What follows belongs to an exercise in optimizing a design on an open flow for small area, a short achievable clock period and few clock cycles per item; a production flow would make more cautious choices.
RTL that was checked went through simulation tests only; none was proved equivalent to the original.
Function not checked in run 4: the RTL went through the layout flow alone.
Power is estimated from default activity; no workload was simulated.

## flow/run.sh

```bash
#!/bin/bash
# Standard ORFS layout (the standard.sh) with extra make variables, one
# per line in flow/args.txt: e.g. a setup repair margin aimed past the clock
# period, and the cell used for the port buffers.
set -euo pipefail
HERE=$(dirname "$0")
mapfile -t EXTRA < <(grep -v '^\s*$' "$HERE/args.txt")
bash standard.sh "${EXTRA[@]}" finish > make_finish.log 2>&1
```

## flow/args.txt

```
SETUP_SLACK_MARGIN=6.8
BUFFER_PORTS_ARGS=-buffer_cell sky130_fd_sc_hd__buf_1
```

## standard.sh

```bash
#!/bin/bash
# synth_recipe.tcl (not shown) runs the flow's synth.tcl, then flattens the netlist and writes it again
# the make line also repeats each setting of config.mk as NAME=value (left out here)
make -C /OpenROAD-flow-scripts/flow DESIGN_CONFIG=/design/flow/config.mk WORK_HOME=/design/flow/orfs CLKGATE_MAP_FILE= SYNTH_SCRIPT=/design/flow/synth_recipe.tcl "${@:-finish}"
```

## config.mk

```make
export PLATFORM = sky130hd
export DESIGN_NAME = srt_4_div
export DESIGN_NICKNAME = srt_4_div
export VERILOG_FILES = /design/flow/design.v
export SDC_FILE = /design/flow/constraint.sdc
export NUM_CORES = 4
export LEC_CHECK = 0
export CAP_MARGIN = 20
export CORE_MARGIN = 2
export CORE_UTILIZATION = 60
export SLEW_MARGIN = 20
```

## constraint.sdc

```tcl
create_clock -name core_clock -period 10.0 [get_ports {clk}]
set_input_delay 2.0000 -clock core_clock [delete_from_list [all_inputs] [get_ports {clk}]]
set_output_delay 2.0000 -clock core_clock [all_outputs]
set_load 0.01 [all_outputs]
```

## design.v

```verilog
module radix4_table;
endmodule
module pre_processing (
input  [31:0] dividend,
input  [31:0] divisor,
output [4:0]  lz_a,
output [4:0]  lz_d,
output        early,
input  [4:0]  lza_reg,
input  [4:0]  lzd_reg,
input  [31:0] d,
output [4:0]  k,
output [31:0] d_shl
);
function [4:0] clz32;
	input [31:0] x;
	integer i;
	begin
		clz32 = 5'd31;
		for (i = 1; i < 32; i = i + 1)
			if (x[i]) clz32 = 5'd31 - i[4:0];
	end
endfunction
assign lz_a = clz32(dividend);
assign lz_d = clz32(divisor);
wire [7:0] d_nib;
wire [7:0] d_hi;      
wire [7:0] bad;
genvar g;
generate
	for (g = 0; g < 8; g = g + 1) begin : nib
		wire [3:0] a4 = dividend[4*g+3:4*g];
		wire [3:0] d4 = divisor[4*g+3:4*g];
		assign d_nib[g] = |d4;
		wire [3:0] above = {1'b0, d4[3], |d4[3:2], |d4[3:1]};
		assign bad[g] = |(a4 & ~above) & ~d_hi[g];
	end
endgenerate
assign d_hi[7] = 1'b0;
assign d_hi[6] = d_nib[7];
assign d_hi[5] = |d_nib[7:6];
assign d_hi[4] = |d_nib[7:5];
assign d_hi[3] = |d_nib[7:4];
assign d_hi[2] = |d_nib[7:3];
assign d_hi[1] = |d_nib[7:2];
assign d_hi[0] = |d_nib[7:1];
assign early = ~|bad;
assign k = lzd_reg - lza_reg;
wire [31:0] s0 = k[0] ? {d[30:0],  1'b0}  : d;
wire [31:0] s1 = k[1] ? {s0[29:0], 2'b0}  : s0;
wire [31:0] s2 = k[2] ? {s1[27:0], 4'b0}  : s1;
wire [31:0] s3 = k[3] ? {s2[23:0], 8'b0}  : s2;
assign d_shl   = k[4] ? {s3[15:0], 16'b0} : s3;
endmodule
module on_the_fly_conversion;
endmodule
module srt_4_div#(
parameter DW = 32)(
input 				clk,
input 				rst_n,
input				start,
input[DW-1:0]		dividend,
input[DW-1:0] 		divisor,
output[DW-1:0] 		quotient,
output[DW-1:0] 		reminder,
output				divfinish,
output				diverror
);
reg st_prep, st_iter, st_fin;
reg [DW-1:0] r_reg;      
reg [DW-1:0] d_reg;      
reg [DW-1:0] q_reg;      
reg [4:0]    cnt;        
reg [4:0]    lza_reg, lzd_reg;
reg          dz_reg;
wire [4:0]    lz_a, lz_d;
wire          early;
wire [4:0]    k;
wire [DW-1:0] d_shl;
pre_processing u1 (
	.dividend(dividend),
	.divisor(divisor),
	.lz_a(lz_a),
	.lz_d(lz_d),
	.early(early),
	.lza_reg(lza_reg),
	.lzd_reg(lzd_reg),
	.d(d_reg),
	.k(k),
	.d_shl(d_shl)
);
wire [DW-1:0] diff;
wire          q_bit;
sub_bk u4 (
	.a(r_reg),
	.b(d_reg),
	.diff(diff),
	.ge(q_bit)
);
wire last = (cnt == 5'd0);
wire idle = ~(st_prep | st_iter | st_fin);
always @(posedge clk, negedge rst_n)
begin
	if (!rst_n) begin
		st_prep <= 1'b0;
		st_iter <= 1'b0;
		st_fin  <= 1'b0;
	end else begin
		st_prep <= start & ~early;
		st_iter <= st_prep | (st_iter & ~last);
		st_fin  <= (start & early) | (st_iter & last);
	end
end
always @(posedge clk)
begin
	lza_reg <= lz_a;
	lzd_reg <= lz_d;
	if (idle | (st_iter & q_bit))
		r_reg <= idle ? dividend : diff;
	if (idle)
		d_reg <= divisor;
	else if (st_prep)
		d_reg <= d_shl;
	else
		d_reg <= {1'b0, d_reg[DW-1:1]};
	q_reg <= idle ? {DW{1'b0}} : {q_reg[DW-2:0], q_bit & st_iter};
	cnt <= st_prep ? k : cnt - 5'd1;
	if (idle)
		dz_reg <= ~|divisor;
end
assign quotient  = q_reg;
assign reminder  = r_reg;
assign divfinish = st_fin;
assign diverror  = dz_reg;
endmodule
module sub_bk (
input  [31:0] a,
input  [31:0] b,
output [31:0] diff,
output        ge
);
wire [31:0] p0 = a ^ ~b;
wire [31:0] g0 = a & ~b;
reg [32:0] g, p;
integer i, s;
always @(*) begin
	g[0] = 1'b1;
	p[0] = 1'b0;
	for (i = 0; i < 32; i = i + 1) begin
		g[i+1] = g0[i];
		p[i+1] = p0[i];
	end
	for (s = 1; s < 64; s = s * 2)
		for (i = 2*s-1; i <= 32; i = i + 2*s) begin
			g[i] = g[i] | (p[i] & g[i-s]);
			p[i] = p[i] & p[i-s];
		end
	for (s = 32; s >= 1; s = s / 2)
		for (i = 3*s-1; i <= 32; i = i + 2*s) begin
			g[i] = g[i] | (p[i] & g[i-s]);
			p[i] = p[i] & p[i-s];
		end
end
assign diff = p0 ^ g[31:0];
assign ge   = g[32];
endmodule
```

==> impl_metrics.tcl, run 1 <==
set metrics [dict create \
    status "complete, no violations" \
    cts_tree "built" \
    ys_ff_latch 115 \
    cts_hold_buf 0 \
    combPwrFrac_pct 55.7 \
    hold_viol_final 0 \
    fin_crit_sh_pct 32.1 \
    wire_per_inst_um 21.9 \
    ff_latch_area_um2 2690 \
    syn_avg_cell_area_um2 8.72 \
    synth_cells 909 \
    power.share.sequential_pct 27.6 \
    fp.dieH_um 119 \
    place_area_um2 8660 \
    syn-num-nets 1030 \
    clkTransAtPathRegs_ns 0.06 \
    setup.worst_path.start "d_reg[9]" \
    dieArea_um2 14100 \
    p_sw_mw 1.60 \
    netlist_area_um2 7920 \
    drt_wl_total_um 26800 \
    worst-slew-pin-transition_ns 0.794 \
    rrSetupSlack_ns 6.79 \
    slowest_delay_ns 0.46 \
    cts-root-buf "clkbuf_16" \
    cts.sinks 115 \
    netSwitchingFraction_pct 43.2 \
    maxCapViolations 0 \
    firstDrtPassIters 7 \
    worstHoldPathType "flop to flop" \
    reg2regPathDepth 12 \
    nFillCells 936 \
    cp_cell_sequence "inv_1, ha_4, nand3_2, o221a_4, and3_4, nand2_1, a31oi_2, a211o_1, o21a_1, fa_2, o21ai_4, buf_12" \
    final_nets 1158 \
    antenna_found_initial 1 \
    drc 0 \
    fin_area_um2 9560 \
    rr_startpoint "d_reg[9]" \
    htree_levels 4 \
    setup_ws_ns 6.79 \
    multi_input_area_um2 5060 \
    gp_congestion 0.979 \
    drt_iter0_markers 888 \
    required_ns 10.13 \
    worstPathMaxFanout 14 \
    numCtsBuffers 17 \
    p_int_mw 2.10 \
    worstSetupPathType "flop to flop" \
    p_leak_nw 3.94 \
    rsz0062_at_grt "true" \
    fmax_mhz 312 \
    start_util_pct 62.0 \
    ant_nets 0 \
    p_clk_share_pct 16.6 \
    finalPower_mw 3.70 \
    cp_slowest_cell "fa_2" \
    synth_flop_cell "dfxtp_1" \
    drive_above_1_share_pct 13.2 \
    grt_pass1_vias 7783 \
    peakVddDrop_mv 0.233 \
    die_x_um 119 \
    synth_edf_count 35 \
    fin_skew_ns 0.0111 \
    start_kind "flop" \
    async_flop_share_pct 2.61 \
    gr-total-overflow 0 \
    post-route-util_pct 74.9 \
    place_ws_ns 6.10 \
    dp_hpwl_um 19700 \
    setup_tns_ns 0 \
    finalCriticalPeriod_ns 3.21 \
    io_pins 133 \
    num_rows 41 \
    powerDensity_nw_per_um2 387 \
    fin_cells 1223 \
    synthToLayoutAreaGrowth_pct 20.7 \
    yosys.cell_types.count 62 \
    via_per_inst 6.51 \
    synth_warnings 3 \
    relSlewSlack_pct 47.0 \
    synth-seq-area-share_pct 33.7 \
    grt_pass1_wl_um 41400 \
    clk_latency_ns 0.42 \
    min_from "q_reg[17]" \
    numPortBuffers 132 \
    setup_violations 0 \
    rr_endpoint "r_reg[29]" \
    holdWs_ns 0.450 \
    clk_path_buf_depth 2 \
    dp_cells 1180 \
    slew_violations 0 \
    cp-end-kind "flop" \
    grt_usage_pct 37.9 \
    endpoint "r_reg[29]" \
    critical_path_arrival_ns 3.33 \
    fp.coreArea_um2 12800 \
    grt_max_degree 67 \
    vias 7966 \
]
## critical path, delay by kind of cell, from the launching register on
family / cells / cell delay [ns]
AND/OR/NAND/NOR: 3 / 0.33
flip-flops: 1 / 0.41
buffers and inverters: 2 / 0.27
AO/OA/AOI/OAI: 5 / 1.15
adder cells (fa/ha/maj): 2 / 0.74
## cell usage after synthesis (20+ instances only)
cell type | n | area share [%]
dfxtp_1 | 77 | 19
nor3_1 | 20 | 1.3
ha_1 | 37 | 5.8
nor2_1 | 80 | 3.8
nand3_1 | 23 | 1.5
edfxtp_1 | 35 | 13
and2_1 | 31 | 2.4
mux2i_1 | 51 | 6.4
inv_1 | 87 | 4.1
nand2_1 | 74 | 3.5
a21oi_1 | 79 | 5.0
clkbuf_1 | 27 | 1.3
o21ai_0 | 43 | 2.7
## power by group through the flow
stage               clock (mW)  combinational (mW)  sequential (mW)
finish                   0.615                2.06             1.02
global route             0.638                2.25             1.04
CTS                      0.614                1.98             1.01
detailed placement           0                1.89             1.02
global placement             0                1.83             1.00
floorplan                    0                1.31             1.03
## area by class of cell
class	instances	share of cell area, %
Timing Repair Buffer	151	7.06
Clock inverter	10	0.981
Antenna cell	1	0.0262
Clock buffer	22	5.30
Sequential cell	115	28.1
Tap cell	172	2.25
Inverter	87	3.41
Multi-Input combinational cell	665	52.9
## metal layers
metal	track usage, %	part of all wire, %	up-vias	wire [µm]
met1	47.1	38	3771	10200
met3	7.52	8.7	114	2340
met2	61.6	47	562	12600
li1	-	-	3519	-
met5	0	0	-	0
met4	21.3	6.1	0	1630
## layout by cell type, fill, tap and decap left out, types with 7 or more instances in the layout
cell / count
a21oi_1: 77
and2_1: 31
buf_1: 125
buf_4: 16
clkbuf_16: 19
dfxtp_1: 64
dfxtp_2: 12
edfxtp_1: 35
fa_1: 16
ha_1: 29
ha_4: 8
inv_1: 87
mux2i_1: 51
mux4_2: 11
nand2_1: 74
nand3_1: 22
nor2_1: 79
nor2b_1: 8
nor3_1: 18
nor4_1: 9
o211ai_1: 14
o21a_1: 13
o21ai_0: 40
o21ai_1: 11
o21bai_1: 8
o221ai_1: 7
xor2_1: 14
## repair_timing
action                     4_1_cts  5_1_grt
pin swaps                        6       10
cloned                           1        0
setup buffers                    3        6
resized for setup               18       32
setup endpoints to repair       42       47
## worst min-delay path by stage
stage	cells after the start	to	slack, ns
after floorplan	1	cnt[0]	0.43
after global placement	1	q_reg[19]	0.43
after detailed placement	1	q_reg[29]	0.44
after CTS	1	q_reg[29]	0.45
after global routing	1	q_reg[19]	0.47
final	1	q_reg[18]	0.45
## cells by family (layout without fill, tap and decap cells)
family	Yosys count	after routing	share of synthesized area [%]
AND/OR/NAND/NOR	268	268	15.8
AO/OA/AOI/OAI	251	252	20.5
buffers and inverters	130	270	6.66
flip-flops	115	115	33.7
multiplexers	68	68	10.4
adder cells (fa/ha/maj)	54	54	10.1
XOR/XNOR	23	23	2.73
other	0	1	0
Testbench counts, summed over its fixed seeds: cycles 27,282, divisions 3,200.
==> run 2, diff against run 1 <==
--- a/config.mk
+++ b/config.mk
@@ -10,2 +10,3 @@
 export CORE_UTILIZATION = 60
+export CTS_BUF_LIST = sky130_fd_sc_hd__clkbuf_4
 export SLEW_MARGIN = 20
==> run 2 against run 1 <==
  * Still clean on timing, DRC and antenna
  * Fmax down 2.3%
  * Die area unchanged
  * Clock power down about 40%
  * Clock skew up 0.0083 ns
  * Critical endpoint is now r_reg[27]
  * Largest cell class unchanged
  * Largest power group unchanged
==> impl_metrics.tcl, run 2 <==
set metrics [dict create \
    clk_path_buf_depth 2 \
    grt_pass1_vias 7744 \
    rrSetupSlack_ns 6.72 \
    worstSetupPathType "flop to flop" \
    numCtsBuffers 17 \
    final_common_cell "buf_1" \
    reg2regPathDepth 11 \
    finalCriticalPeriod_ns 3.28 \
    dieArea_um2 14100 \
    synth-seq-area-share_pct 33.7 \
    gp_congestion 0.979 \
    async_flop_share_pct 2.61 \
    synthXorXnorAreaFrac_pct 2.73 \
    cts-root-buf "clkbuf_4" \
    grt_pass1_wl_um 41000 \
    rr_startpoint "d_reg[13]" \
    synth_edf_count 35 \
    status "complete, no violations" \
    synthSimpleGateAreaFrac_pct 15.8 \
    syn-num-nets 1030 \
    wire_per_inst_um 21.9 \
    clk_latency_ns 0.55 \
    yosys-mux-area-fraction_pct 10.4 \
    cp_slowest_cell "dfxtp_1" \
    drive_above_1_share_pct 12.1 \
    synth_warnings 3 \
    vias 7950 \
    crit_buf_inv 2 \
    min_from "q_reg[25]" \
    p_leak_nw 3.79 \
    cp-end-kind "flop" \
    hold_viol_final 0 \
    die_x_um 119 \
    synth_area_leaders "dfxtp_1, edfxtp_1, mux2i_1" \
    multi_input_area_um2 4960 \
    relSlewSlack_pct 46.9 \
    place_area_um2 8660 \
    worstHoldPathType "flop to flop" \
    num_rows 41 \
    critical_path_arrival_ns 3.56 \
    powerDensity_nw_per_um2 378 \
    cp_cell_sequence "inv_1, ha_1, o211ai_1, and3b_1, nor3_1, a31oi_1, a211o_1, o21a_1, fa_2, o21ai_4, buf_4" \
    setup_tns_ns 0 \
    peakVddDrop_mv 0.249 \
    post-route-util_pct 71.8 \
    fin_crit_sh_pct 32.8 \
    fp.coreArea_um2 12800 \
    synth-adder-area-share_pct 10.1 \
    synth_compound_gate_area_share_pct 20.5 \
    worstPathMaxFanout 7 \
    final_cell_mix "buf_1, inv_1, nor2_1" \
    start_kind "flop" \
    ys_ff_latch 115 \
    yosys.cell_types.count 62 \
    drt_wl_total_um 26800 \
    fin_skew_ns 0.0195 \
    synth_flop_cell "dfxtp_1" \
    setup.worst_path.start "d_reg[13]" \
    rsz0062_at_grt "true" \
    syn_avg_cell_area_um2 8.72 \
    gr-total-overflow 0 \
    hold_end "q_reg[26]" \
    htree_levels 4 \
    min_path_cells 1 \
    slew_violations 0 \
    netlist.area_leader.share_pct 19.5 \
    drc 0 \
    nFillCells 1022 \
    dp_hpwl_um 19700 \
    setup_violations 0 \
    yosys.area.top_type "dfxtp_1" \
    netlist_area_um2 7920 \
    drt_iter0_markers 775 \
    synth.most_common_cell "inv_1" \
    synth_common_cells "inv_1, nor2_1, a21oi_1, dfxtp_1, nand2_1" \
    ff_latch_area_um2 2690 \
    required_ns 10.28 \
    grt_max_degree 67 \
    firstDrtPassIters 6 \
    finalPower_mw 3.47 \
    numPortBuffers 132 \
    holdWs_ns 0.462 \
    synth_cells 909 \
    cts_hold_buf 0 \
    ant_nets 0 \
    maxCapViolations 0 \
    cts_tree "built" \
    critical_path.top_delay_family "compound AO/OA/AOI/OAI gates" \
    rr_endpoint "r_reg[27]" \
    worst-slew-pin-transition_ns 0.795 \
    fin_area_um2 9170 \
    final_nets 1156 \
    io_pins 133 \
    synth_top_family_by_area "compound AO/OA/AOI/OAI gates" \
    synthToLayoutAreaGrowth_pct 15.7 \
    slowest_delay_ns 0.54 \
    via_per_inst 6.51 \
    cts.sinks 115 \
    fp.dieH_um 119 \
    start_util_pct 62.0 \
    grt_usage_pct 37.6 \
    antenna_found_initial 1 \
    clkTransAtPathRegs_ns 0.12 \
    fmax_mhz 305 \
]
-- run 2: cell counts after synthesis --
Identical to the previous run, type by type.
-- run 2: per-layer routing --
metal  GRT usage (%)  part of all wire (%)
met3            8.67                   8.5
met5               0                     0
met4            23.1                   6.5
met2            60.3                    47
met1            45.8                    38
-- run 2: how the worst max path moves through the flow --
stage	end	slack (ns)	depth (start not counted)
final	r_reg[27]	6.72	11
after floorplan	r_reg[0]	6.73	10
after detailed placement	lzd_reg[1]	6.10	8
after global placement	lzd_reg[1]	6.10	8
after global routing	r_reg[28]	6.67	11
after CTS	reminder[9]	6.77	1
-- run 2: layout make-up --
class                           instances  area share [%]
Antenna cell                            1          0.0273
Clock buffer                           18            1.47
Clock inverter                         14            1.76
Inverter                               87            3.56
Multi-Input combinational cell        665            54.1
Sequential cell                       115            29.3
Tap cell                              172            2.35
Timing Repair Buffer                  149            7.37
-- run 2: cells by family (layout without fill, tap and decap cells) --
group,Yosys count,after routing
compound gates,251,252
xor+xnor,23,23
fa+ha+maj,54,54
buf+inv,130,268
flops,115,115
mux,68,68
other cells,0,1
simple gates,268,268
-- run 2: stage by stage --
step	worst slack [ns]	std cells
floorplan	6.73	909
global placement	6.10	1180
detailed placement	6.10	1180
CTS	6.77	1217
global route	6.67	1221
finish	6.72	1221
-- run 2: what timing repair did --
| item | CTS | global route |
|---|---|---|
| setup endpoints to repair | 46 | 57 |
| setup buffers | 4 | 3 |
| gates resized for setup | 16 | 32 |
| cloned | 1 | 0 |
| pin swaps | 2 | 3 |
-- run 2: where the power goes --
part           internal (mW)  switching, mW  leakage (nW)
clock                  0.175          0.196         0.162
sequential             0.825          0.199          1.03
combinational          0.895           1.18          2.60
==> run 3, diff against run 2 <==
==> flow/args.txt (replaced) <==
SETUP_SLACK_MARGIN=6.5
BUFFER_PORTS_ARGS=-buffer_cell sky130_fd_sc_hd__buf_1
--- a/config.mk
+++ b/config.mk
@@ -10,3 +10,2 @@
 export CORE_UTILIZATION = 60
-export CTS_BUF_LIST = sky130_fd_sc_hd__clkbuf_4
 export SLEW_MARGIN = 20
==> run 3 against run 2 <==
  * Register-to-register slack worse by 0.07 ns
  * Critical path type is now input port to flop
  * Total power is 0.95% higher
  * Sequential power about the same
  * Critical endpoint is now lza_reg[2]
  * Highest routed layer unchanged
  * Largest power group unchanged
  * Design area about the same
  * Largest cell class unchanged
  * Core utilization about the same
==> impl_metrics.tcl, run 3 <==
set metrics [dict create \
    grt_max_degree 122 \
    syn-num-nets 1030 \
    io_pins 133 \
    setup_tns_ns 0 \
    synth_top_family_by_area "compound AO/OA/AOI/OAI gates" \
    async_flop_share_pct 2.61 \
    worstSetupPathType "input port to flop" \
    grt_pass1_wl_um 38600 \
    drc 0 \
    synth_compound_gate_area_share_pct 20.5 \
    min_from "q_reg[26]" \
    status "complete, no violations" \
    hold_viol_final 0 \
    drt_wl_total_um 24600 \
    ys_ff_latch 115 \
    rr_endpoint "r_reg[14]" \
    die_x_um 119 \
    required_ns 10.27 \
    cts.sinks 115 \
    cp-end-kind "flop" \
    num_rows 41 \
    synthXorXnorAreaFrac_pct 2.73 \
    synth_area_leaders "dfxtp_1, edfxtp_1, mux2i_1" \
    min_path_cells 1 \
    yosys.cell_types.count 62 \
    gr-total-overflow 0 \
    rrSetupSlack_ns 6.65 \
    firstDrtPassIters 5 \
    synthToLayoutAreaGrowth_pct 15.8 \
    dp_hpwl_um 17800 \
    hold_end "q_reg[27]" \
    numPortBuffers 132 \
    synth-seq-area-share_pct 33.7 \
    fp.coreArea_um2 12800 \
    synth-adder-area-share_pct 10.1 \
    drt_iter0_markers 790 \
    maxCapViolations 0 \
    powerDensity_nw_per_um2 382 \
    fmax_mhz 296 \
    ant_nets 0 \
    setup_violations 0 \
    grt_usage_pct 35.2 \
    start_kind "input port" \
    fin_skew_ns 0.0146 \
    wire_per_inst_um 20.3 \
    n_antenna_cell 0 \
    netlist.area_leader.share_pct 19.5 \
    final_nets 1150 \
    clkTransAtPathRegs_ns 0.06 \
    vias 7625 \
    clk_path_buf_depth 2 \
    fin_crit_sh_pct 33.8 \
    peakVddDrop_mv 0.217 \
    final_cell_mix "buf_1, inv_1, nor2_1" \
    syn_avg_cell_area_um2 8.72 \
    synth_flop_cell "dfxtp_1" \
    dieArea_um2 14100 \
    holdWs_ns 0.449 \
    cts-root-buf "clkbuf_16" \
    rsz0062_at_grt "true" \
    rr_startpoint "d_reg[10]" \
    antenna_found_initial 0 \
    synth.most_common_cell "inv_1" \
    synth_common_cells "inv_1, nor2_1, a21oi_1, dfxtp_1, nand2_1" \
    yosys.area.top_type "dfxtp_1" \
    p_leak_nw 3.82 \
    final_common_cell "buf_1" \
    cts_tree "built" \
    clk_latency_ns 0.43 \
    synth_cells 909 \
    yosys-mux-area-fraction_pct 10.4 \
    gp_congestion 1.02 \
    nFillCells 1046 \
    critical_path_arrival_ns 3.65 \
    fp.dieH_um 119 \
    htree_levels 4 \
    start_util_pct 62.0 \
    finalCriticalPeriod_ns 3.38 \
    synthSimpleGateAreaFrac_pct 15.8 \
    worstPathMaxFanout 5 \
    numCtsBuffers 17 \
    relSlewSlack_pct 31.0 \
    worst-slew-pin-transition_ns 1.03 \
    netlist_area_um2 7920 \
    drive_above_1_share_pct 8.06 \
    synth_warnings 3 \
    reg2regPathDepth 12 \
    synth_edf_count 35 \
    grt_pass1_vias 7204 \
    via_per_inst 6.28 \
    worstHoldPathType "flop to flop" \
    slew_violations 0 \
]
[run 3: where the power goes]
| group | switching, mW | internal (mW) | leakage, nW |
|---|---|---|---|
| clock | 0.246 | 0.338 | 0.281 |
| combinational | 1.09 | 0.815 | 2.51 |
| sequential | 0.193 | 0.819 | 1.03 |
| total | 1.53 | 1.97 | 3.82 |
[run 3: layout make-up]
type	instances	area, µm²	share of cell area (%)
clock buffer	18	450	4.91
timing repair inverter	1	5.00	0.0545
multi-input combinational	665	4790	52.2
tap	172	215	2.35
timing repair buffer	142	599	6.53
sequential	115	2670	29.1
clock inverter	14	116	1.27
inverter	87	330	3.60
[run 3: per-stage QoR]
step | cell area [µm²] | setup slack (ns) | instances | power [mW] | util [%]
4_1_cts | 9150 | 6.56 | 1213 | 3.47 | 71.7
3_5_place_dp | 8520 | 6.08 | 1178 | 2.81 | 66.7
3_3_place_gp | 8520 | 6.02 | 1178 | 2.78 | 66.7
6_report | 9180 | 6.62 | 1214 | 3.50 | 71.8
5_1_grt | 9180 | 6.49 | 1214 | 3.77 | 71.8
2_1_floorplan | 7930 | 6.57 | 909 | 2.29 | -
[run 3: worst max path at each step]
stage                            start    endpoint  slack (ns)
after CTS                    d_reg[12]   r_reg[14]        6.56
after detailed placement    divisor[6]      st_fin        6.08
after global routing        lzd_reg[0]   d_reg[31]        6.49
after floorplan               r_reg[8]    r_reg[0]        6.57
final                     dividend[11]  lza_reg[2]        6.62
after global placement      divisor[6]      st_fin        6.02
[run 3: critical path, cell delays in order]
cell     delay [ns]
buf_1          0.16
nor4_1         0.75
o41ai_1        0.33
nand2_1        0.15
nand2_1        0.06
nand2_1        0.08
a21oi_1        0.11
[run 3: repair_timing]
action | 4_1_cts | 5_1_grt
pin swaps | 2 | 1
gates cloned | 1 | 1
hold buffers | 0 | 0
endpoints found under the setup margin | 33 | 44
setup buffers | 2 | 0
gates resized for setup | 2 | 5
[run 3: kinds of logic after synthesis]
kind of cell             count (synthesis)
buffers and inverters                  130
adder cells (fa/ha/maj)                 54
AO/OA/AOI/OAI                          251
multiplexers                            68
AND/OR/NAND/NOR                        268
flip-flops                             115
XOR/XNOR                                23
[run 3: per-layer routing]
metal | part of all wire [%] | global-route usage [%] | vias to the layer above
li1 | - | - | 3506
met3 | 9.5 | 7.95 | 81
met5 | 0 | 0 | -
met2 | 46 | 55.0 | 472
met4 | 4.8 | 17.9 | 0
met1 | 40 | 45.9 | 3566
==> run 4, diff against run 3 <==
--- a/design.v
+++ b/design.v
@@ -15,8 +15,17 @@
 function [4:0] clz32;
-	input [31:0] x;
-	integer i;
+	input [31:0] v;
+	reg [15:0] h;
+	reg [7:0]  q;
+	reg [3:0]  n;
+	reg [1:0]  t;
 	begin
-		clz32 = 5'd31;
-		for (i = 1; i < 32; i = i + 1)
-			if (x[i]) clz32 = 5'd31 - i[4:0];
+		clz32[4] = ~|v[31:16];
+		h = clz32[4] ? v[15:0] : v[31:16];
+		clz32[3] = ~|h[15:8];
+		q = clz32[3] ? h[7:0] : h[15:8];
+		clz32[2] = ~|q[7:4];
+		n = clz32[2] ? q[3:0] : q[7:4];
+		clz32[1] = ~|n[3:2];
+		t = clz32[1] ? n[1:0] : n[3:2];
+		clz32[0] = ~t[1];
 	end
==> run 4 against run 3 <==
  * Global-route usage grew 3.9 points
  * Sequential cell count is the same
  * Largest power group unchanged
  * Design area grew 6.4%
  * Fmax shrank 10%
  * Worst hold slack gained 0.0048 ns
  * Sequential power is essentially flat
  * Register-to-register slack lost 0.24 ns
  * Clock skew shrank 0.00084 ns
  * Synthesized cell count shrank 5.0%
==> impl_metrics.tcl, run 4 <==
set metrics [dict create \
    synth_warnings 3 \
    powerDensity_nw_per_um2 386 \
    grt_max_degree 61 \
    required_ns 10.36 \
    n_antenna_cell 0 \
    cp_slowest_cell "or4_4" \
    die_x_um 117 \
    critical_path_arrival_ns 4.13 \
    fin_crit_sh_pct 37.7 \
    post-route-util_pct 77.7 \
    dp_hpwl_um 19100 \
    p_clk_share_pct 16.4 \
    finalCriticalPeriod_ns 3.77 \
    async_flop_share_pct 2.61 \
    ant_nets 0 \
    drt_iter0_markers 934 \
    hold_viol_final 0 \
    relSlewSlack_pct 35.6 \
    firstDrtPassIters 6 \
    combPwrFrac_pct 56.5 \
    holdWs_ns 0.454 \
    synthToLayoutAreaGrowth_pct 27.4 \
    crit_buf_inv 2 \
    worstPathMaxFanout 5 \
    vias 7814 \
    p_int_mw 2.13 \
    cp_cell_sequence "buf_6, or4_4, buf_4, a211o_4, o21ai_4, a221oi_4, a221o_1, a21oi_2, a21boi_2" \
    syn-num-nets 985 \
    critical_path.top_delay_family "compound AO/OA/AOI/OAI gates" \
    setup_tns_ns 0 \
    setup_ws_ns 6.23 \
    rrSetupSlack_ns 6.41 \
    synth_common_cells "nand2_1, a21oi_1, dfxtp_1, nor2_1, inv_1" \
    maxCapViolations 0 \
    worst-slew-pin-transition_ns 0.964 \
    grt_pass1_wl_um 39500 \
    start_kind "input port" \
    peakVddDrop_mv 0.264 \
    fin_skew_ns 0.0138 \
    final_nets 1136 \
    drt_wl_total_um 27300 \
    synth_flop_cell "dfxtp_1" \
    highest_layer "met5" \
    multi_input_area_um2 5060 \
    grt_pass1_vias 7268 \
    p_sw_mw 1.65 \
    io_pins 133 \
    htree_levels 4 \
    netlist.area_leader.share_pct 20.1 \
    syn_avg_cell_area_um2 8.87 \
    cp-end-kind "flop" \
    p_leak_nw 4.01 \
    clk_latency_ns 0.43 \
    dieArea_um2 13700 \
    slowest_delay_ns 0.57 \
    fp.dieH_um 117 \
    synth_area_leaders "dfxtp_1, edfxtp_1, mux2i_1" \
    nFillCells 859 \
    clkTransAtPathRegs_ns 0.06 \
    worstSetupPathType "input port to flop" \
    antenna_found_initial 0 \
    yosys.cell_types.count 62 \
    ff_latch_area_um2 2700 \
    cts.sinks 115 \
    synth.most_common_cell "nand2_1" \
    via_per_inst 6.51 \
    final_cell_mix "buf_1, nand2_1, a21oi_1" \
    fmax_mhz 265 \
    power.share.sequential_pct 27.2 \
    rsz0062_at_grt "true" \
    wl_met1_um 9970 \
    place_ws_ns 5.15 \
    dr_wl_met3_um 3120 \
    ys_ff_latch 115 \
    yosys.area.top_type "dfxtp_1" \
    synth_edf_count 35 \
    netSwitchingFraction_pct 43.6 \
    netlist_area_um2 7660 \
    num_rows 41 \
    wire_per_inst_um 22.8 \
    synth_cells 864 \
    cts-root-buf "clkbuf_16" \
    grt_usage_pct 39.1 \
    drive_above_1_share_pct 18.8 \
    slew_violations 0 \
    wl_met2_um 12800 \
    drc 0 \
    start_util_pct 61.0 \
    synth-seq-area-share_pct 34.8 \
    numPortBuffers 132 \
    final_common_cell "buf_1" \
    numCtsBuffers 17 \
    cts_tree "built" \
    setup_violations 0 \
    gp_congestion 0.996 \
    worstHoldPathType "flop to flop" \
    clk_path_buf_depth 2 \
    cts_hold_buf 0 \
    gr-total-overflow 0 \
    fp.coreArea_um2 12600 \
    status "complete, no violations" \
]
run 4: changes by cell type after synthesis, sizes merged, moves of 11 or more:
cell	delta
a21o	+11
clkbuf	+11
nand3	-21
nor3	-15
nand2	+17
inv	-20
run 4: power by group through the flow:
| stage | sequential, mW | clock, mW | combinational [mW] |
|---|---|---|---|
| after global placement | 0.999 | 0 | 1.67 |
| after detailed placement | 1.02 | 0 | 1.74 |
| after floorplan | 1.03 | 0 | 1.20 |
| after global routing | 1.05 | 0.636 | 2.31 |
| after CTS | 1.01 | 0.618 | 1.90 |
| final | 1.02 | 0.617 | 2.13 |
run 4: final timing paths:
path / to / depth (start not counted) / start
hold reg to reg: q_reg[12] / 1 / q_reg[11]
max in group asynchronous: st_iter / 1 / rst_n
hold / removal: q_reg[12] / 1 / q_reg[11]
setup / recovery: lza_reg[0] / 9 / dividend[30]
min in group asynchronous: st_fin / 1 / rst_n
setup reg to reg: r_reg[27] / 14 / d_reg[8]
run 4: repair_timing:
item | CTS | global route
pin swaps | 19 | 39
gates cloned | 1 | 1
buffers inserted | 19 | 15
hold endpoints to repair | 0 | 0
resized for setup | 39 | 75
setup endpoints to repair | 45 | 39
run 4: final cells by class:
cell class | count | area share, %
inverters | 68 | 2.64
multi-input cells | 637 | 51.9
flip-flops and latches | 115 | 27.6
clock buffers | 17 | 4.36
well taps | 172 | 2.20
clock inverters | 15 | 1.67
repair buffers | 176 | 9.65
run 4: per-stage QoR:
step	power [mW]	cells	instance area, µm²
after floorplan	2.23	864	7770
after global placement	2.67	1132	8400
after detailed placement	2.76	1132	8400
after CTS	3.52	1184	9320
after global routing	3.99	1200	9760
final	3.77	1200	9760
run 4: kinds of logic (layout without fill, tap and decap cells):
group,Yosys count,in the layout,synth area share (%)
XOR/XNOR,24,24,2.84
AND/OR/NAND/NOR,246,246,15.2
AO/OA/AOI/OAI,240,241,20.0
multiplexers,72,72,11.1
flip-flops,115,115,34.8
buffers and inverters,113,276,5.57
adder cells (fa/ha/maj),54,54,10.5
run 4: layer usage:
| layer | GRT usage (%) | up-vias |
|---|---|---|
| li1 | - | 3391 |
| met1 | 50.1 | 3708 |
| met2 | 62.1 | 577 |
| met3 | 11.1 | 136 |
| met4 | 17.4 | 2 |
| met5 | 0 | - |
==> run 5, diff against run 4 <==
--- a/design.v
+++ b/design.v
@@ -11,21 +11,13 @@
 input  [31:0] d,
+input         prep,
 output [4:0]  k,
-output [31:0] d_shl
+output [31:0] d_rot
 );
 function [4:0] clz32;
-	input [31:0] v;
-	reg [15:0] h;
-	reg [7:0]  q;
-	reg [3:0]  n;
-	reg [1:0]  t;
+	input [31:0] x;
+	integer i;
 	begin
-		clz32[4] = ~|v[31:16];
-		h = clz32[4] ? v[15:0] : v[31:16];
-		clz32[3] = ~|h[15:8];
-		q = clz32[3] ? h[7:0] : h[15:8];
-		clz32[2] = ~|q[7:4];
-		n = clz32[2] ? q[3:0] : q[7:4];
-		clz32[1] = ~|n[3:2];
-		t = clz32[1] ? n[1:0] : n[3:2];
-		clz32[0] = ~t[1];
+		clz32 = 5'd31;
+		for (i = 1; i < 32; i = i + 1)
+			if (x[i]) clz32 = 5'd31 - i[4:0];
 	end
@@ -57,7 +49,8 @@
 assign k = lzd_reg - lza_reg;
-wire [31:0] s0 = k[0] ? {d[30:0],  1'b0}  : d;
-wire [31:0] s1 = k[1] ? {s0[29:0], 2'b0}  : s0;
-wire [31:0] s2 = k[2] ? {s1[27:0], 4'b0}  : s1;
-wire [31:0] s3 = k[3] ? {s2[23:0], 8'b0}  : s2;
-assign d_shl   = k[4] ? {s3[15:0], 16'b0} : s3;
+wire [4:0]  amt = k | {5{~prep}};
+wire [31:0] s0 = amt[0] ? {d[30:0],  d[31]}     : d;
+wire [31:0] s1 = amt[1] ? {s0[29:0], s0[31:30]} : s0;
+wire [31:0] s2 = amt[2] ? {s1[27:0], s1[31:28]} : s1;
+wire [31:0] s3 = amt[3] ? {s2[23:0], s2[31:24]} : s2;
+assign d_rot   = amt[4] ? {s3[15:0], s3[31:16]} : s3;
 endmodule
@@ -87,3 +80,3 @@
 wire [4:0]    k;
-wire [DW-1:0] d_shl;
+wire [DW-1:0] d_rot;
 pre_processing u1 (
@@ -97,4 +90,5 @@
 	.d(d_reg),
+	.prep(st_prep),
 	.k(k),
-	.d_shl(d_shl)
+	.d_rot(d_rot)
 );
@@ -128,8 +122,3 @@
 		r_reg <= idle ? dividend : diff;
-	if (idle)
-		d_reg <= divisor;
-	else if (st_prep)
-		d_reg <= d_shl;
-	else
-		d_reg <= {1'b0, d_reg[DW-1:1]};
+	d_reg <= idle ? divisor : d_rot;
 	q_reg <= idle ? {DW{1'b0}} : {q_reg[DW-2:0], q_bit & st_iter};
==> flow/args.txt (replaced) <==
SETUP_SLACK_MARGIN=6.8
BUFFER_PORTS_ARGS=-buffer_cell sky130_fd_sc_hd__buf_1
RECOVER_POWER=100
--- a/config.mk
+++ b/config.mk
@@ -10,2 +10,3 @@
 export CORE_UTILIZATION = 60
+export CTS_BUF_LIST = sky130_fd_sc_hd__clkbuf_8
 export SLEW_MARGIN = 20
==> run 5 against run 4 <==
  * Now fails the layout checks on capacitance limit, slew limit
  * Clock skew barely moved
  * Core utilization fell by 5.5 points
  * First-iteration DRC count fell by 38%
  * Setup slack got worse by 2.2 ns
  * Critical path type is now flop to flop
  * Synthesized cell count rose by 0.46%
  * Synthesized area rose by 3.0%
  * Register-to-register slack got worse by 2.4 ns
  * Worst hold slack improved by 0.0018 ns
==> impl_metrics.tcl, run 5 <==
set metrics [dict create \
    status "finished with violations" \
    so_faults "capacitance limit, slew limit" \
    powerDensity_nw_per_um2 394 \
    vias 7221 \
    synth_common_cells "mux2i_1, inv_1, dfxtp_1, nor2_1, a21oi_1" \
    worstSetupPathType "flop to flop" \
    critical_path.top_delay_family "buffers and inverters" \
    async_flop_share_pct 2.61 \
    min_from "q_reg[12]" \
    start_kind "flop" \
    die_x_um 119 \
    synth_warnings 3 \
    antenna_found_initial 0 \
    hold_end "q_reg[13]" \
    slew_violations 267 \
    relSlewSlack_pct -119 \
    synth-adder-area-share_pct 10.2 \
    synth-seq-area-share_pct 33.5 \
    final_common_cell "mux2i_1" \
    drt_iter0_markers 580 \
    gp_congestion 0.961 \
    firstDrtPassIters 6 \
    holdWs_ns 0.456 \
    synth_flop_cell "dfxtp_1" \
    drt_wl_total_um 25000 \
    cp_cell_sequence "or3_2, clkbuf_1, clkinv_1, clkbuf_1, o21ai_0" \
    synth.most_common_cell "mux2i_1" \
    rrSetupSlack_ns 4.05 \
    numPortBuffers 132 \
    setup_tns_ns 0 \
    cts-root-buf "clkbuf_8" \
    num_rows 41 \
    drc 0 \
    peakVddDrop_mv 0.295 \
    cp-end-kind "flop" \
    fin_crit_sh_pct 59.5 \
    fp.dieH_um 119 \
    synth_compound_gate_area_share_pct 14.2 \
    wire_per_inst_um 21.1 \
    cpMostUsedCell "clkbuf_1" \
    setup_ws_ns 4.05 \
    syn-num-nets 989 \
    clk_path_buf_depth 2 \
    ys_ff_latch 115 \
    maxCapViolations 5 \
    synth_edf_count 33 \
    rsz0062_at_grt "true" \
    yosys-mux-area-fraction_pct 20.4 \
    reg2regPathDepth 5 \
    synth_top_family_by_area "multiplexers" \
    cts_tree "built" \
    synthXorXnorAreaFrac_pct 2.33 \
    clk_latency_ns 0.47 \
    rr_endpoint "d_reg[17]" \
    worstHoldPathType "flop to flop" \
    netlist_area_um2 7900 \
    numCtsBuffers 17 \
    grt_usage_pct 35.4 \
    yosys.cell_types.count 56 \
    synthSimpleGateAreaFrac_pct 13.0 \
    cp_slowest_cell "clkbuf_1" \
    finalPower_mw 3.61 \
    fmax_mhz 168 \
    worst-slew-pin-transition_ns 3.29 \
    synth_cells 868 \
    fp.coreArea_um2 12700 \
    start_util_pct 62.1 \
    crit_buf_inv 3 \
    rr_startpoint "st_prep" \
    ant_nets 0 \
    syn_avg_cell_area_um2 9.10 \
    fin_skew_ns 0.0141 \
    worstPathMaxFanout 83 \
    cts.sinks 115 \
    yosys.area.top_type "mux2i_1" \
    finalCriticalPeriod_ns 5.95 \
    grt_max_degree 84 \
    synthToLayoutAreaGrowth_pct 16.3 \
    critical_path_arrival_ns 6.09 \
    final_cell_mix "mux2i_1, buf_1, inv_1" \
    dp_hpwl_um 18900 \
    netlist.area_leader.share_pct 20.4 \
    fin_area_um2 9180 \
    dieArea_um2 14100 \
    grt_pass1_wl_um 38100 \
    io_pins 133 \
    place_ws_ns 6.08 \
    setup_violations 0 \
    n_antenna_cell 0 \
    place_area_um2 8580 \
    gr-total-overflow 0 \
    drive_above_1_share_pct 9.14 \
    via_per_inst 6.07 \
    p_leak_nw 4.39 \
    nFillCells 1063 \
    slowest_delay_ns 2.34 \
    grt_pass1_vias 7043 \
    hold_viol_final 0 \
    synth_area_leaders "mux2i_1, dfxtp_1, edfxtp_1" \
    clkTransAtPathRegs_ns 0.08 \
    min_path_cells 1 \
    htree_levels 4 \
    final_nets 1125 \
    required_ns 10.14 \
]
==> run 5: worst max-delay path by stage <==
stage / from / to / slack [ns] / cells past startpoint
after CTS: r_reg[18] / r_reg[31] / 6.78 / 11
final: st_prep / d_reg[17] / 4.05 / 5
after global routing: st_prep / d_reg[17] / 3.48 / 5
after global placement: divisor[9] / st_fin / 6.19 / 8
after detailed placement: r_reg[20] / r_reg[17] / 6.08 / 10
after floorplan: r_reg[10] / r_reg[0] / 6.72 / 10
==> run 5: timing repair <==
| item | CTS | global route |
|---|---|---|
| pin swaps | 5 | 7 |
| gates cloned | 1 | 0 |
| hold buffers | 0 | 0 |
| setup buffers | 7 | 6 |
| setup endpoints to repair | 47 | 45 |
| resized for setup | 18 | 28 |
==> run 5: routing by layer <==
layer	track usage [%]	vias up	part of all wire (%)
li1	-	3318	-
met1	44.6	3453	40
met2	57.4	378	47
met3	7.09	72	8.5
met4	18.4	0	4.9
met5	0	-	0
==> run 5: area by class of cell <==
cell class / count / area, µm² / area share, %
Clock buffer: 17 / 234 / 2.55
Clock inverter: 15 / 154 / 1.68
Inverter: 86 / 323 / 3.52
Multi-Input combinational cell: 634 / 4990 / 54.4
Sequential cell: 115 / 2660 / 28.9
Tap cell: 172 / 215 / 2.34
Timing Repair Buffer: 150 / 607 / 6.61
==> run 5: stage by stage <==
| step | util, % | cells |
|---|---|---|
| after global placement | 67.4 | 1143 |
| after global routing | 72.2 | 1189 |
| after detailed placement | 67.4 | 1143 |
| final | 72.2 | 1189 |
| after floorplan | - | 868 |
| after CTS | 71.9 | 1183 |
==> run 5: report_power, final <==
| group | switching (mW) | internal, mW |
|---|---|---|
| Clock | 0.233 | 0.208 |
| Sequential | 0.179 | 0.832 |
| Combinational | 1.28 | 0.880 |
| Total | 1.69 | 1.92 |
==> run 5: kinds of logic after synthesis <==
| kind of cell | after synthesis |
|---|---|
| AO/OA/AOI/OAI | 181 |
| buffers and inverters | 120 |
| XOR/XNOR | 21 |
| multiplexers | 161 |
| adder cells (fa/ha/maj) | 54 |
| AND/OR/NAND/NOR | 216 |
| flip-flops | 115 |
Testbench counts of run 5, summed over its fixed seeds: cycles 27,282, divisions 3,200.
==> run 6, diff against run 5 <==
==> flow/args.txt (replaced) <==
SETUP_SLACK_MARGIN=7.0
BUFFER_PORTS_ARGS=-buffer_cell sky130_fd_sc_hd__buf_1
==> run 6 against run 5 <==
  * Now clean on timing, DRC and antenna
  * Fmax up 85%
  * Design area up 7.6%
  * Die area unchanged
  * Critical path depth up 6
  * Via count up 2.3%
  * Total power up 5.8%
  * First-iteration DRC count up 44%
  * Sequential share of layout area down 2.0 points
  * Core utilization up 5.5 points
  * Wire length up 2.4%
  * Sequential cell count unchanged
  * Clock-buffer cell count unchanged
  * Largest power group unchanged
==> impl_metrics.tcl, run 6 <==
set metrics [dict create \
    cts_hold_buf 0 \
    rrSetupSlack_ns 6.78 \
    hold_viol_final 0 \
    synth.most_common_cell "mux2i_1" \
    numCtsBuffers 17 \
    async_flop_share_pct 2.61 \
    p_sw_mw 1.74 \
    htree_levels 4 \
    drive_above_1_share_pct 20.6 \
    synthToLayoutAreaGrowth_pct 25.1 \
    syn_avg_cell_area_um2 9.10 \
    ys_ff_latch 115 \
    worstSetupPathType "flop to flop" \
    antenna_found_initial 0 \
    fmax_mhz 310 \
    maxCapViolations 0 \
    min_from "q_reg[3]" \
    via_per_inst 6.14 \
    synth_common_cells "mux2i_1, inv_1, dfxtp_1, nor2_1, a21oi_1" \
    final_common_cell "mux2i_1" \
    netlist.area_leader.share_pct 20.4 \
    combPwrFrac_pct 62.6 \
    setup_violations 0 \
    clk_path_buf_depth 2 \
    multi_input_area_um2 5320 \
    min_path_cells 1 \
    grt_max_degree 84 \
    cp-end-kind "flop" \
    synth_area_leaders "mux2i_1, dfxtp_1, edfxtp_1" \
    synth_edf_count 33 \
    grt_usage_pct 35.2 \
    rr_endpoint "r_reg[4]" \
    worstPathMaxFanout 8 \
    reg2regPathDepth 11 \
    relSlewSlack_pct 41.6 \
    fin_crit_sh_pct 32.2 \
    final_cell_mix "mux2i_1, inv_1, buf_1" \
    yosys.area.top_type "mux2i_1" \
    synth_flop_cell "dfxtp_1" \
    num_rows 41 \
    gr-total-overflow 0 \
    vias 7387 \
    highest_layer "met4" \
    fp.dieH_um 119 \
    ant_nets 0 \
    cts.sinks 115 \
    netlist_area_um2 7900 \
    status "complete, no violations" \
    drt_wl_total_um 25600 \
    yosys.cell_types.count 56 \
    worstHoldPathType "flop to flop" \
    setup_tns_ns 0 \
    dieArea_um2 14100 \
    slew_violations 0 \
    dp_hpwl_um 18900 \
    fp.coreArea_um2 12700 \
    clk_latency_ns 0.45 \
    finalCriticalPeriod_ns 3.22 \
    n_antenna_cell 0 \
    p_leak_nw 4.73 \
    drc 0 \
    wl_met1_um 10000 \
    final_nets 1140 \
    holdWs_ns 0.458 \
    syn-num-nets 989 \
    drt_iter0_markers 835 \
    hold_end "q_reg[4]" \
    fin_skew_ns 0.0125 \
    synth-seq-area-share_pct 33.5 \
    firstDrtPassIters 6 \
    start_kind "flop" \
    cts-root-buf "clkbuf_8" \
    cts_tree "built" \
    wl_met2_um 11900 \
    p_clk_share_pct 10.9 \
    clkTransAtPathRegs_ns 0.08 \
    wire_per_inst_um 21.3 \
    powerDensity_nw_per_um2 387 \
    numPortBuffers 132 \
    die_x_um 119 \
    worst-slew-pin-transition_ns 0.877 \
    p_int_mw 2.08 \
    netSwitchingFraction_pct 45.6 \
    io_pins 133 \
    gp_congestion 0.972 \
    grt_pass1_vias 7049 \
    peakVddDrop_mv 0.224 \
    critical_path_arrival_ns 3.39 \
    ff_latch_area_um2 2660 \
    synth_warnings 3 \
    required_ns 10.17 \
    power.share.sequential_pct 26.5 \
    synth_cells 868 \
    dr_wl_met3_um 2400 \
    rsz0062_at_grt "true" \
    nFillCells 917 \
    grt_pass1_wl_um 38000 \
    rr_startpoint "r_reg[18]" \
    start_util_pct 62.1 \
]
run 6: cell counts after synthesis:
No cell type changed its count.
run 6: metal layers:
metal  global-route usage, %  vias up
li1                        -     3356
met1                    45.6     3510
met2                    56.0      424
met3                    7.77       97
met4                    16.4        0
met5                       0        -
run 6: area by class of cell:
type	instances	share of cell area (%)
tap	172	2.18
multi-input combinational	634	53.9
sequential	115	27.0
clock buffer	17	2.37
timing repair buffer	165	10.0
inverter	86	3.32
clock inverter	15	1.32
run 6: cell families after synthesis:
group                      share of synthesized area [%]
AOI/OAI and AO/OA                                   14.2
adders and majority gates                           10.2
xor gates and xnor gates                            2.33
and+or+nand+nor                                     13.0
buffers and inverters                               6.32
DFF                                                 33.5
muxes                                               20.4
run 6: repair_timing:
action                     CTS  global route
gates resized for setup     98            85
gates cloned                 1             1
buffers inserted            15            12
pin swaps                   33            36
setup endpoints to repair  104            84
run 6: worst max path at each step:
| stage | startpoint | end | slack (ns) | cells after the start |
|---|---|---|---|---|
| floorplan | r_reg[10] | r_reg[0] | 6.72 | 10 |
| global placement | divisor[9] | st_fin | 6.21 | 8 |
| detailed placement | divisor[9] | st_fin | 6.20 | 8 |
| CTS | d_reg[16] | r_reg[27] | 6.83 | 12 |
| global route | d_reg[6] | r_reg[23] | 6.70 | 12 |
| finish | r_reg[18] | r_reg[4] | 6.78 | 11 |
run 6: worst max-delay path, cell delays in order (launching register included):
cell and delay [ns]:
edfxtp_1 0.44, ha_4 0.33, nand4_1 0.16, o21bai_2 0.26, o41ai_4 0.13, o21ai_2 0.14
a31oi_2 0.08, a211o_1 0.32, o21a_1 0.20, fa_2 0.43, o21ai_4 0.24, clkbuf_16 0.21
run 6: power groups by stage:
| stage | clock network [mW] | logic, mW | registers (mW) |
|---|---|---|---|
| finish | 0.417 | 2.39 | 1.01 |
| global route | 0.440 | 2.61 | 1.03 |
| CTS | 0.417 | 2.13 | 0.997 |
| detailed placement | 0 | 1.99 | 1.01 |
| global placement | 0 | 1.91 | 0.999 |
| floorplan | 0 | 1.38 | 1.02 |
run 6: metrics by stage:
stage / power, mW / utilization (%) / worst slack (ns) / area (µm²) / instances
4_1_cts: 3.55 / 74.2 / 6.83 / 9440 / 1191
5_1_grt: 4.08 / 77.6 / 6.70 / 9870 / 1204
2_1_floorplan: 2.40 / - / 6.72 / 8010 / 868
3_5_place_dp: 3.00 / 67.5 / 6.20 / 8590 / 1143
6_report: 3.82 / 77.6 / 6.78 / 9870 / 1204
3_3_place_gp: 2.91 / 67.5 / 6.21 / 8590 / 1143
==> run 7, diff against run 6 <==
==> flow/args.txt (replaced) <==
SETUP_SLACK_MARGIN=6.9
BUFFER_PORTS_ARGS=-buffer_cell sky130_fd_sc_hd__buf_1
==> run 7 against run 6 <==
  * Still clean
  * Global-route usage grew 0.069 points
  * First-iteration DRC count shrank 1.6%
  * Design area shrank 2.7%
  * Clock skew shrank 0.0020 ns
  * Critical path depth grew 1
  * Register-to-register slack is essentially flat
  * Critical path type unchanged
==> impl_metrics.tcl, run 7 <==
set metrics [dict create \
    final_common_cell "mux2i_1" \
    synth_common_cells "mux2i_1, inv_1, dfxtp_1, nor2_1, a21oi_1" \
    async_flop_share_pct 2.61 \
    clk_path_buf_depth 2 \
    worst-slew-pin-transition_ns 0.850 \
    drt_iter0_markers 822 \
    final_nets 1132 \
    powerDensity_nw_per_um2 387 \
    drc 0 \
    cp-end-kind "flop" \
    power.share.sequential_pct 27.0 \
    clk_latency_ns 0.46 \
    synth_area_leaders "mux2i_1, dfxtp_1, edfxtp_1" \
    rsz0062_at_grt "true" \
    worstHoldPathType "flop to flop" \
    netSwitchingFraction_pct 46.3 \
    synth-seq-area-share_pct 33.5 \
    cts.sinks 115 \
    critical_path_arrival_ns 3.40 \
    rr_startpoint "d_reg[18]" \
    antenna_found_initial 0 \
    worstSetupPathType "flop to flop" \
    place_area_um2 8590 \
    setup_violations 0 \
    start_kind "flop" \
    cts_hold_buf 0 \
    die_x_um 119 \
    synth_flop_cell "dfxtp_1" \
    netlist_area_um2 7900 \
    fmax_mhz 310 \
    maxCapViolations 0 \
    p_int_mw 2.00 \
    final_cell_mix "mux2i_1, buf_1, inv_1" \
    grt_pass1_wl_um 38200 \
    io_pins 133 \
    syn_avg_cell_area_um2 9.10 \
    fin_crit_sh_pct 32.3 \
    nFillCells 962 \
    synthToLayoutAreaGrowth_pct 21.6 \
    fp.coreArea_um2 12700 \
    yosys.cell_types.count 56 \
    num_rows 41 \
    synth_warnings 3 \
    htree_levels 4 \
    synth.most_common_cell "mux2i_1" \
    rrSetupSlack_ns 6.77 \
    gp_congestion 0.993 \
    dp_cells 1143 \
    p_sw_mw 1.72 \
    numPortBuffers 132 \
    fin_skew_ns 0.0106 \
    vias 7292 \
    reg2regPathDepth 12 \
    finalCriticalPeriod_ns 3.23 \
    p_clk_share_pct 11.3 \
    worstPathMaxFanout 14 \
    peakVddDrop_mv 0.208 \
    firstDrtPassIters 6 \
    wire_per_inst_um 20.9 \
    drive_above_1_share_pct 15.8 \
    endpoint "r_reg[19]" \
    netlist.area_leader.share_pct 20.4 \
    required_ns 10.17 \
    cts_tree "built" \
    syn-num-nets 989 \
    start_util_pct 62.1 \
    relSlewSlack_pct 43.3 \
    n_antenna_cell 0 \
    status "complete, no violations" \
    grt_usage_pct 35.3 \
    synth_edf_count 33 \
    combPwrFrac_pct 61.7 \
    setup.worst_path.start "d_reg[18]" \
    via_per_inst 6.10 \
    gr-total-overflow 0 \
    dieArea_um2 14100 \
    p_leak_nw 4.60 \
    fin_area_um2 9600 \
    ys_ff_latch 115 \
    fp.dieH_um 119 \
    fin_cells 1196 \
    cts-root-buf "clkbuf_8" \
    grt_pass1_vias 7080 \
    synth_cells 868 \
    min_path_cells 1 \
    rr_endpoint "r_reg[19]" \
    slew_violations 0 \
    ant_nets 0 \
    grt_max_degree 84 \
    setup_tns_ns 0 \
    hold_viol_final 0 \
    yosys.area.top_type "mux2i_1" \
    drt_wl_total_um 25000 \
    dp_hpwl_um 18800 \
    numCtsBuffers 17 \
    clkTransAtPathRegs_ns 0.08 \
]
[run 7: cell counts after synthesis]
Identical to the previous run, type by type.
[run 7: area by class of cell]
cell class	count	area [µm²]	share of cell area [%]
Tap cell	172	215	2.24
Clock buffer	17	234	2.44
Multi-Input combinational cell	634	5210	54.2
Sequential cell	115	2660	27.7
Timing Repair Buffer	157	827	8.61
Clock inverter	15	136	1.42
Inverter	86	328	3.41
[run 7: kinds of logic (layout without fill, tap and decap cells)]
logic type	Yosys count	count (layout)	synth area share [%]
adder cells (fa/ha/maj)	54	54	10.2
flip-flops	115	115	33.5
AND/OR/NAND/NOR	216	216	13.0
XOR/XNOR	21	21	2.33
AO/OA/AOI/OAI	181	182	14.2
multiplexers	161	161	20.4
buffers and inverters	120	275	6.32
[run 7: worst min-delay path by stage]
stage | from | end | slack, ns
after detailed placement | q_reg[26] | q_reg[27] | 0.44
final | q_reg[26] | q_reg[27] | 0.46
after global placement | q_reg[30] | q_reg[31] | 0.43
after floorplan | st_iter | st_fin | 0.48
after global routing | q_reg[17] | q_reg[18] | 0.48
after CTS | q_reg[28] | q_reg[29] | 0.46
[run 7: layer usage]
layer  share of wire, %  up-vias  wire [µm]  GRT usage (%)
met5                  0        -          0              0
met4                5.9        0       1470           21.3
li1                   -     3334          -              -
met1                 39     3404       9750           44.8
met3                9.7      102       2430           7.63
met2                 45      452      11300           55.0
[run 7: repair_timing]
action                     CTS  global route
setup buffers               13             7
pin swaps                   22            29
resized for setup           65            62
cloned                       1             0
setup endpoints to repair   61            53
[run 7: stage by stage]
| stage | power, mW | util (%) | setup slack, ns | hold WS (ns) |
|---|---|---|---|---|
| after global routing | 3.97 | 75.5 | 6.68 | 0.476 |
| final | 3.72 | 75.5 | 6.77 | 0.457 |
| after floorplan | 2.40 | - | 6.72 | 0.481 |
| after CTS | 3.59 | 73.2 | 6.82 | 0.459 |
| after detailed placement | 3.00 | 67.5 | 6.15 | 0.441 |
| after global placement | 2.93 | 67.5 | 6.17 | 0.432 |
[run 7: power by group through the flow]
stage          logic (mW)  clock network [mW]  registers [mW]
2_1_floorplan        1.38                   0            1.02
3_3_place_gp         1.94                   0           0.998
3_5_place_dp         1.99                   0            1.01
4_1_cts              2.17               0.423           0.998
5_1_grt              2.50               0.444            1.03
6_report             2.30               0.419            1.01
[run 7: critical path: stages (launching register included)]
cell,delay [ns]
dfxtp_1,0.39
inv_1,0.09
ha_4,0.30
nand4_1,0.20
o21bai_2,0.26
o41ai_4,0.11
o21ai_2,0.17
a31oi_2,0.09
a211o_1,0.30
o21a_1,0.20
fa_2,0.44
o21ai_4,0.19
buf_12,0.18
==> run 8, diff against run 7 <==
==> flow/args.txt (replaced) <==
SETUP_SLACK_MARGIN=6.8
BUFFER_PORTS_ARGS=-buffer_cell sky130_fd_sc_hd__buf_1
==> run 8 against run 7 <==
  * Still clean
  * Clock-buffer cell count is the same
  * Setup slack lost 0.0057 ns
  * Core utilization down 2.4 points
  * Sequential cell count stayed put
  * Synthesized area stayed put
  * Non-clock buffer count decreased by 7
  * Die area did not move
  * Register-to-register slack hardly changed
  * Critical path type unchanged
  * Critical endpoint is now r_reg[29]
==> impl_metrics.tcl, run 8 <==
set metrics [dict create \
    yosys.cell_types.count 56 \
    num_rows 41 \
    grt_max_degree 84 \
    fin_crit_sh_pct 32.4 \
    netlist.area_leader.share_pct 20.4 \
    status "complete, no violations" \
    required_ns 10.18 \
    setup_violations 0 \
    min_path_cells 1 \
    final_common_cell "mux2i_1" \
    power.share.sequential_pct 27.3 \
    synth_cells 868 \
    holdWs_ns 0.456 \
    dieArea_um2 14100 \
    min_from "q_reg[12]" \
    place_ws_ns 6.08 \
    clk_path_buf_depth 2 \
    ant_nets 0 \
    start_util_pct 62.1 \
    synth_edf_count 33 \
    grt_usage_pct 35.4 \
    synthToLayoutAreaGrowth_pct 17.7 \
    rr_startpoint "r_reg[11]" \
    netSwitchingFraction_pct 46.7 \
    final_cell_mix "mux2i_1, buf_1, inv_1" \
    cts-root-buf "clkbuf_8" \
    worstHoldPathType "flop to flop" \
    htree_levels 4 \
    worstPathMaxFanout 11 \
    netlist_area_um2 7900 \
    via_per_inst 6.04 \
    cp-end-kind "flop" \
    fp.coreArea_um2 12700 \
    vias 7185 \
    yosys.area.top_type "mux2i_1" \
    grt_pass1_vias 7043 \
    p_int_mw 1.96 \
    setup_ws_ns 6.76 \
    reg2regPathDepth 11 \
    rr_endpoint "r_reg[29]" \
    firstDrtPassIters 6 \
    hold_viol_final 0 \
    fin_skew_ns 0.0147 \
    gr-total-overflow 0 \
    numCtsBuffers 17 \
    worst-slew-pin-transition_ns 0.828 \
    maxCapViolations 0 \
    fp.dieH_um 119 \
    slew_violations 0 \
    critical_path_arrival_ns 3.41 \
    finalPower_mw 3.68 \
    synth_warnings 3 \
    clk_latency_ns 0.47 \
    synth.most_common_cell "mux2i_1" \
    cts_tree "built" \
    drt_iter0_markers 639 \
    n_antenna_cell 0 \
    drt_wl_total_um 25000 \
    grt_pass1_wl_um 38100 \
    syn-num-nets 989 \
    drive_above_1_share_pct 10.7 \
    syn_avg_cell_area_um2 9.10 \
    wire_per_inst_um 21.0 \
    dp_hpwl_um 18900 \
    p_leak_nw 4.46 \
    numPortBuffers 132 \
    worstSetupPathType "flop to flop" \
    setup_tns_ns 0 \
    drc 0 \
    synth_common_cells "mux2i_1, inv_1, dfxtp_1, nor2_1, a21oi_1" \
    start_kind "flop" \
    gp_congestion 0.961 \
    async_flop_share_pct 2.61 \
    clkTransAtPathRegs_ns 0.09 \
    fmax_mhz 309 \
    die_x_um 119 \
    synth_flop_cell "dfxtp_1" \
    final_nets 1125 \
    io_pins 133 \
    relSlewSlack_pct 44.8 \
    combPwrFrac_pct 60.7 \
    rrSetupSlack_ns 6.76 \
    finalCriticalPeriod_ns 3.24 \
    hold_end "q_reg[13]" \
    antenna_found_initial 0 \
    synth_area_leaders "mux2i_1, dfxtp_1, edfxtp_1" \
    rsz0062_at_grt "true" \
    synth-seq-area-share_pct 33.5 \
    p_clk_share_pct 12.0 \
    p_sw_mw 1.72 \
    peakVddDrop_mv 0.331 \
    powerDensity_nw_per_um2 396 \
    ys_ff_latch 115 \
    cts.sinks 115 \
]
run 8: cell counts after synthesis:
No cell type changed its count.
run 8: cells by family (layout without fill, tap and decap cells):
| group | after synthesis | count (layout) | synth area share, % |
|---|---|---|---|
| DFF | 115 | 115 | 33.5 |
| xor gates and xnor gates | 21 | 21 | 2.33 |
| adders and majority gates | 54 | 54 | 10.2 |
| AOI/OAI and AO/OA | 181 | 182 | 14.2 |
| and+or+nand+nor | 216 | 216 | 13.0 |
| muxes | 161 | 161 | 20.4 |
| buffers and inverters | 120 | 268 | 6.32 |
run 8: worst max-delay path by stage:
stage | start | endpoint | slack, ns | depth (start not counted)
6_report | r_reg[11] | r_reg[29] | 6.76 | 11
5_1_grt | r_reg[11] | r_reg[6] | 6.70 | 11
4_1_cts | r_reg[18] | r_reg[31] | 6.78 | 11
3_5_place_dp | r_reg[20] | r_reg[17] | 6.08 | 10
3_3_place_gp | divisor[9] | st_fin | 6.19 | 8
2_1_floorplan | r_reg[10] | r_reg[0] | 6.72 | 10
run 8: critical path, cell delays in order (launching register included):
cell and delay, ns:
edfxtp_1 0.44, ha_1 0.34, o21a_1 0.13, o211ai_1 0.09
and3b_1 0.25, nor3_4 0.17, a31oi_4 0.14, a211o_1 0.33
o21a_1 0.21, fa_2 0.45, o21ai_4 0.21, buf_12 0.17
run 8: area by class of cell:
cell class / count / area, µm²
clock buffer: 17 / 234
clock inverter: 15 / 154
fill: 1043 / 3430
inverter: 86 / 323
multi-input combinational: 634 / 5040
sequential: 115 / 2660
tap: 172 / 215
timing repair buffer: 150 / 666
run 8: metal layers:
layer  track usage, %  up-vias  part of all wire [%]
met3             7.09       77                   8.2
met4             18.4        0                   5.0
li1                 -     3319                     -
met1             44.6     3417                    40
met2             57.4      372                    47
met5                0        -                     0
run 8: power by group through the flow:
stage                     clock network, mW  registers (mW)  logic (mW)
final                                 0.442            1.00        2.23
after global routing                  0.464            1.02        2.44
after CTS                             0.442            1.00        2.15
after detailed placement                  0            1.01        2.01
after global placement                    0           0.999        1.94
after floorplan                           0            1.02        1.38
run 8: metrics by stage:
stage                     util, %  instance area (µm²)  cells
after floorplan                 -                 8000    868
after global placement       67.4                 8580   1143
after detailed placement     67.4                 8580   1143
after CTS                    71.9                 9150   1183
after global routing         73.0                 9290   1189
final                        73.0                 9290   1189
run 8: what timing repair did:
item	in CTS	in global routing
hold buffers	0	0
pin swaps	5	7
setup buffers	7	6
endpoints found under the setup margin	47	45
resized for setup	18	28
cloned	1	0

afterwards: timing with drivers on the ports:
In the flow no input, the clock included, has a driving cell. The finished layouts below were timed again as built, in two steps. Step 1, drivers: a clkbuf_16 drives clk and a buf_2 each remaining input, both assumed. Step 2, shift: input delay + t, output delay - t, t = (earliest + latest rising clock arrival at the registers) / 2. This alone moves slack from input paths to output paths. Three values: ideal ports, drivers, drivers and shift; two values: the first two.
run | t (ns) | setup WS [ns] | worst setup path after step 2 | latest minus earliest clock arrival (ns) | cell pins on the clock port's net
run 1 | 0.464 | 6.794 / 6.788 / 6.367 | input to register | 0.012 / 0.011 | 1
run 2 | 0.579 | 6.719 / 6.702 / 6.211 | input to register | 0.019 / 0.020 | 1
run 3 | 0.469 | 6.618 / 6.643 / 6.174 | input to register | 0.015 / 0.015 | 1
run 4 | 0.468 | 6.232 / 6.232 / 5.764 | input to register | 0.014 / 0.014 | 1
run 5 | 0.499 | 4.053 / 4.053 / 4.053 | register to register | 0.014 / 0.014 | 1
run 6 | 0.483 | 6.778 / 6.778 / 6.407 | input to register | 0.013 / 0.013 | 1
run 7 | 0.492 | 6.770 / 6.770 / 6.391 | input to register | 0.010 / 0.011 | 1
run 8 | 0.498 | 6.764 / 6.764 / 6.312 | input to register | 0.015 / 0.014 | 1
The setup slack of run 2, which loses most, moves by -0.017 ns with the drivers and by -0.508 ns with both steps.
